Source: an optimization exercise on an open RTL-to-GDS flow (aim: small area). Production flows keep margins and buffers that such runs may drop. At most, simulation tests tie the RTL to the original design; equivalence was not proved. Power is estimated from default activity; no workload was simulated.

Design compare, start of the top module:
module compare(
	clk, rst,
	valid_dog,
    data_dog1, data_dog2, data_dog3,
	cpr_end,
	cnt_seed,
	valid_max,
	addr_max
    );
  input clk, rst;
  input valid_dog;
  input signed [7:0] data_dog1, data_dog2, data_dog3;
  output reg valid_max;
  output reg cpr_end;
  output reg [8:0] cnt_seed;
  output [15:0] addr_max;
  function gt7;
    input [6:0] a, b;
    integer i;
    reg g;
    begin
      g = 1'b0;
      for (i = 0; i < 7; i = i + 1)
        g = (a[i] & ~b[i]) | (a[i] & g) | (~b[i] & g);
      gt7 = g;
    end
  endfunction
  function gt8;
    input [7:0] a, b;
    integer i;
    reg g;
    begin
      g = 1'b0;
      for (i = 0; i < 8; i = i + 1)
        g = (a[i] & ~b[i]) | (a[i] & g) | (~b[i] & g);
      gt8 = g;
    end
  endfunction
  reg [11:0] pos;
  wire [5:0] col = pos[5:0];    
  wire [5:0] row = pos[11:6];   
  wire win_hit = (col >= 6'd17) && (col <= 6'd44);
  wire win_wr = (col >= 6'd16) && (col <= 6'd45);
  wire row_ok = (row >= 6'd18) && (row <= 6'd45);
  function sgt8;
    input [7:0] a, b;
    sgt8 = gt8({~a[7], a[6:0]}, {~b[7], b[6:0]});
  endfunction
  wire [7:0] d13 = sgt8(data_dog3, data_dog1) ? data_dog3 : data_dog1;
  wire g2 = sgt8(data_dog2, d13);
  wire [7:0] dmax = g2 ? data_dog2 : d13;
  wire [6:0] a_in = dmax[6:0] & {7{~dmax[7]}};
  reg [6:0] a1;        
  reg ok1;             
  reg ok2;             
  wire [6:0] u1;       
  wire f1;             
  wire [6:0] u2;       
  wire [6:0] w0;       
  Line_buff #(.NUM(32), .DW(7)) store (
  ...
Size in the first run: about 570 cells after synthesis.
Settings: LEC_CHECK=0, ABC_AREA=1, CAP_MARGIN=20, CORE_MARGIN=2, CORE_UTILIZATION=75, CTS_BUF_LIST=sky130_fd_sc_hd__clkbuf_8, CTS_CLUSTER_DIAMETER=60, CTS_CLUSTER_SIZE=16, SLEW_MARGIN=20; clock period 4.0 ns.
standard.sh (not shown) runs the stock make flow with config.mk's settings and CLKGATE_MAP_FILE= SYNTH_SCRIPT=/design/flow/synth_recipe.tcl, a recipe that flattens the netlist after the stock synthesis.
==> flow/flow/run.sh <==
#!/bin/bash
# The standard layout (the standard.sh), with three changes:
# - after the standard synthesis, the gates between the flip-flops are
#   mapped again for area (flow/remap.tcl); the flip-flops stay as they are;
# - every input and output port is buffered by the smallest buffer cell;
# - the clock tree is built of clkbuf_8 cells without dummy loads, and gates
#   on paths with timing slack are downsized after global routing.
set -euo pipefail
export BUFFER_PORTS_ARGS="-buffer_cell sky130_fd_sc_hd__buf_1"
export CTS_ARGS="-sink_clustering_enable -repair_clock_nets -sink_clustering_size 18 -sink_clustering_max_diameter 60 -buf_list sky130_fd_sc_hd__clkbuf_8 -dont_use_dummy_load"
export RECOVER_POWER=100

results=orfs/results/$FLOW_PLATFORM/compare/base
bash standard.sh synth > synth.log 2>&1

cp $results/1_2_yosys.v standard_1_2_yosys.v
YOSYS=$(command -v yosys || echo "$FLOW_HOME/../tools/install/yosys/bin/yosys")
REMAP_LIB=$FLOW_HOME/platforms/$FLOW_PLATFORM/lib/sky130_fd_sc_hd__tt_025C_1v80.lib \
REMAP_IN=standard_1_2_yosys.v REMAP_OUT=remap_1_2_yosys.v REMAP_STAT=remap_stat.txt \
REMAP_ABC=flow/remap.abc \
  "$YOSYS" -c flow/remap.tcl > remap.log 2>&1
cp remap_1_2_yosys.v $results/1_2_yosys.v

bash standard.sh > standard.log 2>&1
==> flow/flow/remap.abc <==
strash
&get -n
&dch -f
&nf -R 1000
&put
topo
dnsize
==> flow/flow/remap.tcl <==
# Maps the standard synthesis's logic between the flip-flops again, for
# area: every flip-flop (and the tie cell) is kept as the same instance of
# the same cell; only the gates between them change.
# Reads REMAP_IN, writes REMAP_OUT; REMAP_LIB is the platform's liberty and
# REMAP_ABC the abc script.
yosys read_liberty -ignore_miss_func $::env(REMAP_LIB)
yosys read_verilog $::env(REMAP_IN)
yosys hierarchy -top $::env(FLOW_TOP)
yosys setattr -mod -set keep_hierarchy 1 sky130_fd_sc_hd__df* sky130_fd_sc_hd__conb_1
yosys flatten
yosys opt_clean -purge
yosys abc -liberty $::env(REMAP_LIB) -dont_use sky130_fd_sc_hd__probe_p_8 -dont_use sky130_fd_sc_hd__probec_p_8 -dont_use sky130_fd_sc_hd__lpflow_* -script $::env(REMAP_ABC)
yosys opt_clean -purge
yosys splitnets
yosys insbuf -buf sky130_fd_sc_hd__buf_4 A X
yosys opt_clean -purge
yosys rename -enumerate
yosys tee -o $::env(REMAP_STAT) stat -liberty $::env(REMAP_LIB)
yosys select $::env(FLOW_TOP)
yosys write_verilog -noattr -nohex -nodec -selected $::env(REMAP_OUT)
The baseline died in global routing (5_1_grt) on DPL-0033.
Next try:
--- a/flow/flow/run.sh
+++ b/flow/flow/run.sh
@@ -4,10 +4,8 @@
 #   mapped again for area (flow/remap.tcl); the flip-flops stay as they are;
 # - every input and output port is buffered by the smallest buffer cell;
-# - the clock tree is built of clkbuf_8 cells without dummy loads, and gates
-#   on paths with timing slack are downsized after global routing.
+# - the clock tree is built of clkbuf_8 cells without dummy loads.
 set -euo pipefail
 export BUFFER_PORTS_ARGS="-buffer_cell sky130_fd_sc_hd__buf_1"
 export CTS_ARGS="-sink_clustering_enable -repair_clock_nets -sink_clustering_size 18 -sink_clustering_max_diameter 60 -buf_list sky130_fd_sc_hd__clkbuf_8 -dont_use_dummy_load"
-export RECOVER_POWER=100
 
 results=orfs/results/$FLOW_PLATFORM/compare/base
==> flow/flow/remap.abc (replaced) <==
strash
&get -n
&dch -f
&nf -R 1000
&put
topo
stime -c
buffer -c
upsize -c -D 2500
dnsize -c -D 2500
stime -p
This time the run reached the layout checks and failed them: negative setup slack.
Synthesized cell count increases slightly.
Synthesized area increases slightly.


compare, a different RTL version from the one above (not shown whole).
Size in the first run: about 700 cells after synthesis, ~300 flip-flops, about 54 I/O pins, roughly 0.0082 mm² of cells after synthesis.
Settings: LEC_CHECK=0, ABC_AREA=1, CAP_MARGIN=20, CORE_MARGIN=2, CORE_UTILIZATION=75, CTS_BUF_LIST=sky130_fd_sc_hd__clkbuf_8, CTS_CLUSTER_DIAMETER=60, CTS_CLUSTER_SIZE=16, SLEW_MARGIN=20; clock period 4.0 ns.
==> flow/flow/run.sh <==
#!/bin/bash
# The standard layout (the standard.sh: ORFS synthesis to finish), with
# every input and output port buffered by the smallest buffer cell.
set -euo pipefail
export BUFFER_PORTS_ARGS="-buffer_cell sky130_fd_sc_hd__buf_1"
bash standard.sh > standard.log 2>&1
The starting point passed the timing, design-rule and antenna checks.
Then changed:
Settings changed: ABC_AREA 1 to unset.
=>
- die area goes up by 1.4%
- synthesized area goes up by about 1.5%
- utilization goes up by 0.97 points
- global-route usage goes up by 2.0 points
- sequential share of layout area goes down by 1.1 points
- power goes up by 1.4%
- synthesized cell count goes down by 12%
- sequential power goes down by about 1%
Then changed:
==> flow/flow/run.sh (replaced) <==
#!/bin/bash
# The standard layout (the standard.sh: ORFS synthesis to finish), with
# every input and output port buffered by the smallest buffer cell, and a
# clock tree of clkbuf_8 cells without dummy loads.
set -euo pipefail
export BUFFER_PORTS_ARGS="-buffer_cell sky130_fd_sc_hd__buf_1"
export CTS_ARGS="-sink_clustering_enable -repair_clock_nets -sink_clustering_size 16 -sink_clustering_max_diameter 60 -buf_list sky130_fd_sc_hd__clkbuf_8 -dont_use_dummy_load"
bash standard.sh > standard.log 2>&1
Settings changed: ABC_AREA set to 1.
What happened: Non-clock buffer count is unchanged; total power falls by 1.7%; hold slack gets better by 43 ps; final area falls by 1.9%; critical path depth rises by 2; die area falls by 1.4%.
Then changed:
==> flow/flow/run.sh (replaced) <==
#!/bin/bash
# The standard layout (the standard.sh: ORFS synthesis to finish), with
# every input and output port buffered by the smallest buffer cell.
set -euo pipefail
export BUFFER_PORTS_ARGS="-buffer_cell sky130_fd_sc_hd__buf_1"
bash standard.sh > standard.log 2>&1
Settings changed: CTS_BUF_LIST sky130_fd_sc_hd__clkbuf_8 to sky130_fd_sc_hd__clkbuf_16, CTS_CLUSTER_DIAMETER 60 to 80, CTS_CLUSTER_SIZE 16 to 30.
The changed run produced a clean layout.
Fmax goes up slightly.
Cell count goes down slightly.
Count of clock-buffer cells in the layout goes down by 7.
Clock skew goes down by 19 ps.
Register-to-register slack improved by 100 ps.
Non-clock buffer count is unchanged.
Cell area goes up slightly.
Flip-flop and latch count stays the same.
Synthesized cell count is unchanged.
Combinational power goes up by a few percent.
Function was not checked in any run of this note: the RTL went through the layout flow alone.


## P
The RTL this note starts from:
==> flow/design.v <==
`timescale 1ns / 1ps
module compare(
	clk, rst,
	valid_dog,
    data_dog1, data_dog2, data_dog3,
	cpr_end,
	cnt_seed,
	valid_max,
	addr_max
    );
  input clk, rst;
  input valid_dog;
  input signed [7:0] data_dog1, data_dog2, data_dog3;
  output reg valid_max;
  output reg cpr_end;
  output reg [8:0] cnt_seed;
  output [15:0] addr_max;
  function gt7;
    input [6:0] a, b;
    integer i;
    reg g;
    begin
      g = 1'b0;
      for (i = 0; i < 7; i = i + 1)
        g = (a[i] & ~b[i]) | (a[i] & g) | (~b[i] & g);
      gt7 = g;
    end
  endfunction
  function gt8;
    input [7:0] a, b;
    integer i;
    reg g;
    begin
      g = 1'b0;
      for (i = 0; i < 8; i = i + 1)
        g = (a[i] & ~b[i]) | (a[i] & g) | (~b[i] & g);
      gt8 = g;
    end
  endfunction
  reg [11:0] pos;
  wire [5:0] col = pos[5:0];    
  wire [5:0] row = pos[11:6];   
  wire win_hit = (col >= 6'd17) && (col <= 6'd44);
  wire win_wr = (col >= 6'd16) && (col <= 6'd45);
  wire row_ok = (row >= 6'd18) && (row <= 6'd45);
  function sgt8;
    input [7:0] a, b;
    sgt8 = gt8({~a[7], a[6:0]}, {~b[7], b[6:0]});
  endfunction
  wire [7:0] d13 = sgt8(data_dog3, data_dog1) ? data_dog3 : data_dog1;
  wire g2 = sgt8(data_dog2, d13);
  wire [7:0] dmax = g2 ? data_dog2 : d13;
  wire [6:0] a_in = dmax[6:0] & {7{~dmax[7]}};
  wire [6:0] x13 = d13[6:0] & {7{~d13[7]}};
  wire [6:0] x2 = data_dog2[6:0] & {7{~data_dog2[7]}};
  reg [6:0] a1;        
  reg ok1;             
  reg ok2;             
  wire [6:0] u1;       
  wire f1;             
  wire [6:0] u2;       
  wire [6:0] w0;       
  Line_buff #(.NUM(32), .DW(7)) store (
	.clk(clk),
	.load(win_wr),
	.data_in(a1),
	.flag_in(ok2 && gt7(w0, a1)),
	.data_last(u1),
	.flag_last(f1),
	.data_prev(u2),
	.data_first(w0)
	);
  always @(posedge clk) begin
    a1 <= a_in;
    ok1 <= g2 && gt7(x2, a1) && gt7(x2, u1) && (x2[6:1] != 6'd0);
    ok2 <= ok1 && gt7(a1, u1) && gt7(a1, u2);
  end
  always @(posedge clk or negedge rst)
    if (!rst) begin
      pos <= 12'd4030;
      valid_max <= 1'b0;
      cnt_seed <= 9'd0;
    end else begin
      pos <= pos ^ pos_t;
      valid_max <= win_hit && row_ok && f1 && gt7(u1, w0) && gt7(u1, a1)
                   && gt7(u1, x13) && gt7(u1, x2);
      cnt_seed <= cnt_seed ^ cnt_t;
    end
  assign addr_max = {4'd0, pos & {12{valid_max}}};
  reg [11:0] pos_t;
  reg [8:0] cnt_t;
  integer i;
  always @(*) begin
    pos_t[0] = valid_dog;
    for (i = 1; i < 12; i = i + 1)
      pos_t[i] = pos_t[i-1] & pos[i-1];
    cnt_t[0] = valid_max;
    for (i = 1; i < 9; i = i + 1)
      cnt_t[i] = cnt_t[i-1] & cnt_seed[i-1];
  end
  reg prev_valid, run;
  reg [6:0] q;
  wire start = prev_valid && !valid_dog;
  wire q_end = (q == 7'd113);
  always @(posedge clk)
    q <= start ? 7'd0 : {q[5:0], ~(q[6] ^ q[5])};
  always @(posedge clk or negedge rst)
    if (!rst) begin
      prev_valid <= 1'b0;
      run <= 1'b0;
    end else begin
      prev_valid <= valid_dog;
      run <= start || (run && !q_end);
    end
  always @(*) cpr_end = run && q_end;    
endmodule
`timescale 1ns / 1ps
module compare_one(
	data_dog,
	data_clip
    );
  input signed [7:0] data_dog;
  output [6:0] data_clip;
  assign data_clip = data_dog[6:0] & {7{~data_dog[7]}};
endmodule
`timescale 1ns / 1ps
module Line_buff(
	clk,
	load,
	data_in,
	flag_in,
	data_last,
	flag_last,
	data_prev,
	data_first
    );
    parameter NUM = 32,
              DW = 7;
    input clk;
    input load;
    input [DW-1:0] data_in;
    input flag_in;
    output [DW-1:0] data_last;     
    output flag_last;
    output [DW-1:0] data_prev;     
    output [DW-1:0] data_first;    
    reg [DW-1:0] data_tem[0:NUM-1];
    reg flag_tem[0:NUM-1];
    assign data_last = data_tem[NUM-1];
    assign flag_last = flag_tem[NUM-1];
    assign data_prev = data_tem[NUM-2];
    assign data_first = data_tem[0];
    generate
    genvar i;
    for(i=0;i<NUM;i=i+1)
    	begin : stage
    	always@(posedge clk)
    		if(i==0) begin
    			data_tem[i] <= load ? data_in : data_tem[NUM-1];
    			flag_tem[i] <= flag_tem[NUM-1];
    		end else if(i==1) begin
    			data_tem[i] <= data_tem[i-1];
    			flag_tem[i] <= load ? flag_in : flag_tem[i-1];
    		end else begin
    			data_tem[i] <= data_tem[i-1];
    			flag_tem[i] <= flag_tem[i-1];
    		end
    	end
    endgenerate
endmodule
export LEC_CHECK = 0
export ABC_AREA = 1
export CAP_MARGIN = 20
export CORE_MARGIN = 2
export CORE_UTILIZATION = 75
export CTS_BUF_LIST = sky130_fd_sc_hd__clkbuf_8
export CTS_CLUSTER_DIAMETER = 60
export CTS_CLUSTER_SIZE = 16
export SLEW_MARGIN = 20
create_clock -name core_clock -period 4.0 [get_ports {clk}]
==> flow/flow/run.sh <==
#!/bin/bash
# The standard layout (the standard.sh), with three changes:
# - after the standard synthesis, the gates between the flip-flops are
#   mapped again for area (flow/remap.tcl); the flip-flops stay as they are;
# - every input and output port is buffered by the smallest buffer cell;
# - the clock tree is built of clkbuf_8 cells without dummy loads.
set -euo pipefail
export BUFFER_PORTS_ARGS="-buffer_cell sky130_fd_sc_hd__buf_1"
export CTS_ARGS="-sink_clustering_enable -repair_clock_nets -sink_clustering_size 18 -sink_clustering_max_diameter 60 -buf_list sky130_fd_sc_hd__clkbuf_8 -dont_use_dummy_load"

results=orfs/results/$FLOW_PLATFORM/compare/base
bash standard.sh synth > synth.log 2>&1

cp $results/1_2_yosys.v standard_1_2_yosys.v
YOSYS=$(command -v yosys || echo "$FLOW_HOME/../tools/install/yosys/bin/yosys")
REMAP_LIB=$FLOW_HOME/platforms/$FLOW_PLATFORM/lib/sky130_fd_sc_hd__tt_025C_1v80.lib \
REMAP_IN=standard_1_2_yosys.v REMAP_OUT=remap_1_2_yosys.v REMAP_STAT=remap_stat.txt \
REMAP_ABC=flow/remap.abc \
  "$YOSYS" -c flow/remap.tcl > remap.log 2>&1
cp remap_1_2_yosys.v $results/1_2_yosys.v

bash standard.sh > standard.log 2>&1
==> flow/flow/remap.abc <==
strash
&get -n
&deepsyn -T 30
&dch -f
&nf -R 1000
&put
topo
stime -c
upsize -c -D 2500
dnsize -c -D 2500
stime -p
Scripts as last shown in full above: flow/flow/remap.tcl
## Diff of input files: Q against P
--- a/flow/flow/remap.abc
+++ b/flow/flow/remap.abc
@@ -3 +2,0 @@
-&deepsyn -T 30
- Q vs. P: synthesized area increased 1.6%, design area shows an increase of about 1.5%, via-per-instance ratio dropped about 5%, detailed-route wire length per cell now smaller, portion of total power attributed to combinational logic +1.2 points.
- Summary of Q over P: synthesized cell count moved up, total power moved up, wire length on met3 moved down.


compare, a different RTL version from the one above (not shown whole).
Size: ~640 cells after synthesis, ~300 flip-flops, ~8300 sq um of cells after synthesis.
## compare
module compare(
	clk, rst,
	valid_dog,
    data_dog1, data_dog2, data_dog3,
	cpr_end,
	cnt_seed,
	valid_max,
	addr_max
    );
  input clk, rst;
  input valid_dog;
  input signed [7:0] data_dog1, data_dog2, data_dog3;
  output reg valid_max;    
  output reg cpr_end;
  output reg [8:0] cnt_seed;
  output [15:0] addr_max;
  function gt7;
    input [6:0] a, b;
    integer i;
    reg g;
    begin
      g = 1'b0;
      for (i = 0; i < 7; i = i + 1)
        g = (a[i] & ~b[i]) | (a[i] & g) | (~b[i] & g);
      gt7 = g;
    end
  endfunction
  reg [11:0] pos;
  wire [5:0] col = pos[5:0];    
  wire [5:0] row = pos[11:6];   
  wire win_hit = (col >= 6'd17) && (col <= 6'd44);
  wire win_wr = (col >= 6'd17) && (col <= 6'd46);
  wire row_ok = (row >= 6'd18) && (row <= 6'd45);
  wire [6:0] x1, x2, x3;
  compare_one c1 (.data_dog(data_dog1), .data_clip(x1));
  compare_one c2 (.data_dog(data_dog2), .data_clip(x2));
  compare_one c3 (.data_dog(data_dog3), .data_clip(x3));
  wire g31 = gt7(x3, x1);
  wire [6:0] x13 = g31 ? x3 : x1;
  wire g2 = gt7(x2, x13);
  wire [6:0] a_in = g2 ? x2 : x13;
  reg [6:0] a1, a2;    
  reg ok1;             
  reg ok2;             
  wire [7:0] r0, r1, r2;    
  Line_buff #(.NUM(32), .DW(8)) store (
	.clk(clk),
	.load(win_wr),
	.data_in({ok2 && gt7(a2, a1), a2}),
	.data_out(r0),
	.tap1(r1),
	.tap2(r2)
	);
  always @(posedge clk) begin
    a1 <= a_in;
    a2 <= a1;
    ok1 <= g2 && gt7(x2, a1) && (x2[6:1] != 6'd0);
    ok2 <= ok1 && gt7(a1, r0[6:0]) && gt7(a1, r1[6:0]) && gt7(a1, r2[6:0]);
  end
  reg hp;
  always @(posedge clk or negedge rst)
    if (!rst) begin
      pos <= 12'd4030;
      hp <= 1'b0;
      cnt_seed <= 9'd0;
    end else begin
      if (valid_dog)
        pos <= pos + 12'd1;
      hp <= win_hit && row_ok && r1[7] && gt7(r1[6:0], a1) && gt7(r1[6:0], a2);
      if (valid_max)
        cnt_seed <= cnt_seed + 9'd1;
    end
  ...
Settings: LEC_CHECK=0, CAP_MARGIN=20, CORE_MARGIN=2, CORE_UTILIZATION=60, CTS_BUF_LIST=sky130_fd_sc_hd__clkbuf_8, CTS_CLUSTER_DIAMETER=60, CTS_CLUSTER_SIZE=20, SLEW_MARGIN=20; clock period 4.0 ns.
==> flow/flow/run.sh <==
#!/bin/bash
# The standard layout (the standard.sh: ORFS synthesis to finish), with
# every input and output port buffered by the smallest buffer cell.
set -euo pipefail
export BUFFER_PORTS_ARGS="-buffer_cell sky130_fd_sc_hd__buf_1"
bash standard.sh > standard.log 2>&1
The starting point ran to the end with no violations.
Next try:
==> flow/run.sh (new file) <==
#!/bin/bash
# synth_recipe.tcl (not shown) runs the flow's synth.tcl, then flattens the netlist and writes it again
# the make line also repeats each setting of config.mk as NAME=value (left out here)
make -C /OpenROAD-flow-scripts/flow DESIGN_CONFIG=/design/flow/config.mk WORK_HOME=/design/flow/orfs CLKGATE_MAP_FILE= SYNTH_SCRIPT=/design/flow/synth_recipe.tcl finish
removed: flow/flow/run.sh
removed: flow/standard.sh
Sequential share of layout area drops by 2.1 points.
Wire length climbs by a few percent.
Register-to-register slack is about the same.
Clock power drops by a few percent.
Setup slack got worse by 210 ps.
Count of clock-buffer cells in the layout climbs by 1.
Sequential power barely changes.
Next try:
CORE_UTILIZATION = 40   (was 60)
CTS_BUF_LIST = default   (was sky130_fd_sc_hd__clkbuf_8)
CTS_CLUSTER_DIAMETER = default   (was 60)
CTS_CLUSTER_SIZE = default   (was 20)
Effect: The changed run passed the timing, design-rule and antenna checks. Sequential power is about the same. Wire length is higher by 6.9%. Cell count goes up by 14%. Design area went up by 8.1%.
Function was not checked in any run of this note: the RTL went through the layout flow alone.

[afterwards: timing with drivers on the ports]
Ports are ideal in the flow. The routed layouts listed here were re-timed in OpenROAD.
Step 1, drivers: a clkbuf_16 drives clk and a buf_2 each remaining input, both assumed.
Step 2 moves the port delays by t, midway between the first and last clock arrival at a register: inputs arrive t later, outputs are due t later. That takes back most of the time a late clock gives input paths.
Slacks: ideal / step 1 / step 2; pairs: ideal / step 1.
run | shift t [ns] | setup WS [ns] | pins driven straight from the clock port
the second run of note 1 | 0.538 | -0.225 / -0.224 / -0.761 | 1
the first run of note 2 | 0.538 | 0.688 / 0.654 / 1.099 | 1
the second run of note 2 | 0.576 | 0.167 / 0.129 / 0.571 | 1
the third run of note 2 | 0.532 | 0.636 / 0.602 / 1.109 | 1
the fourth run of note 2 | 0.515 | 0.692 / 0.653 / 0.826 | 1
P | 0.534 | 0.432 / 0.441 / -0.093 | 1
Q | 0.517 | 0.721 / 0.735 / 0.218 | 1
the first run of note 4 | 0.546 | 0.468 / 0.433 / 0.911 | 1
the second run of note 4 | 0.546 | 0.261 / 0.226 / 0.548 | 1
the third run of note 4 | 0.569 | 0.271 / 0.228 / 0.642 | 1
With both steps, setup timing fails in P, where it was met with ideal ports. For the second run of note 1, which loses most, drivers alone change the setup slack by +0.001 ns; drivers and shift together by -0.536 ns.
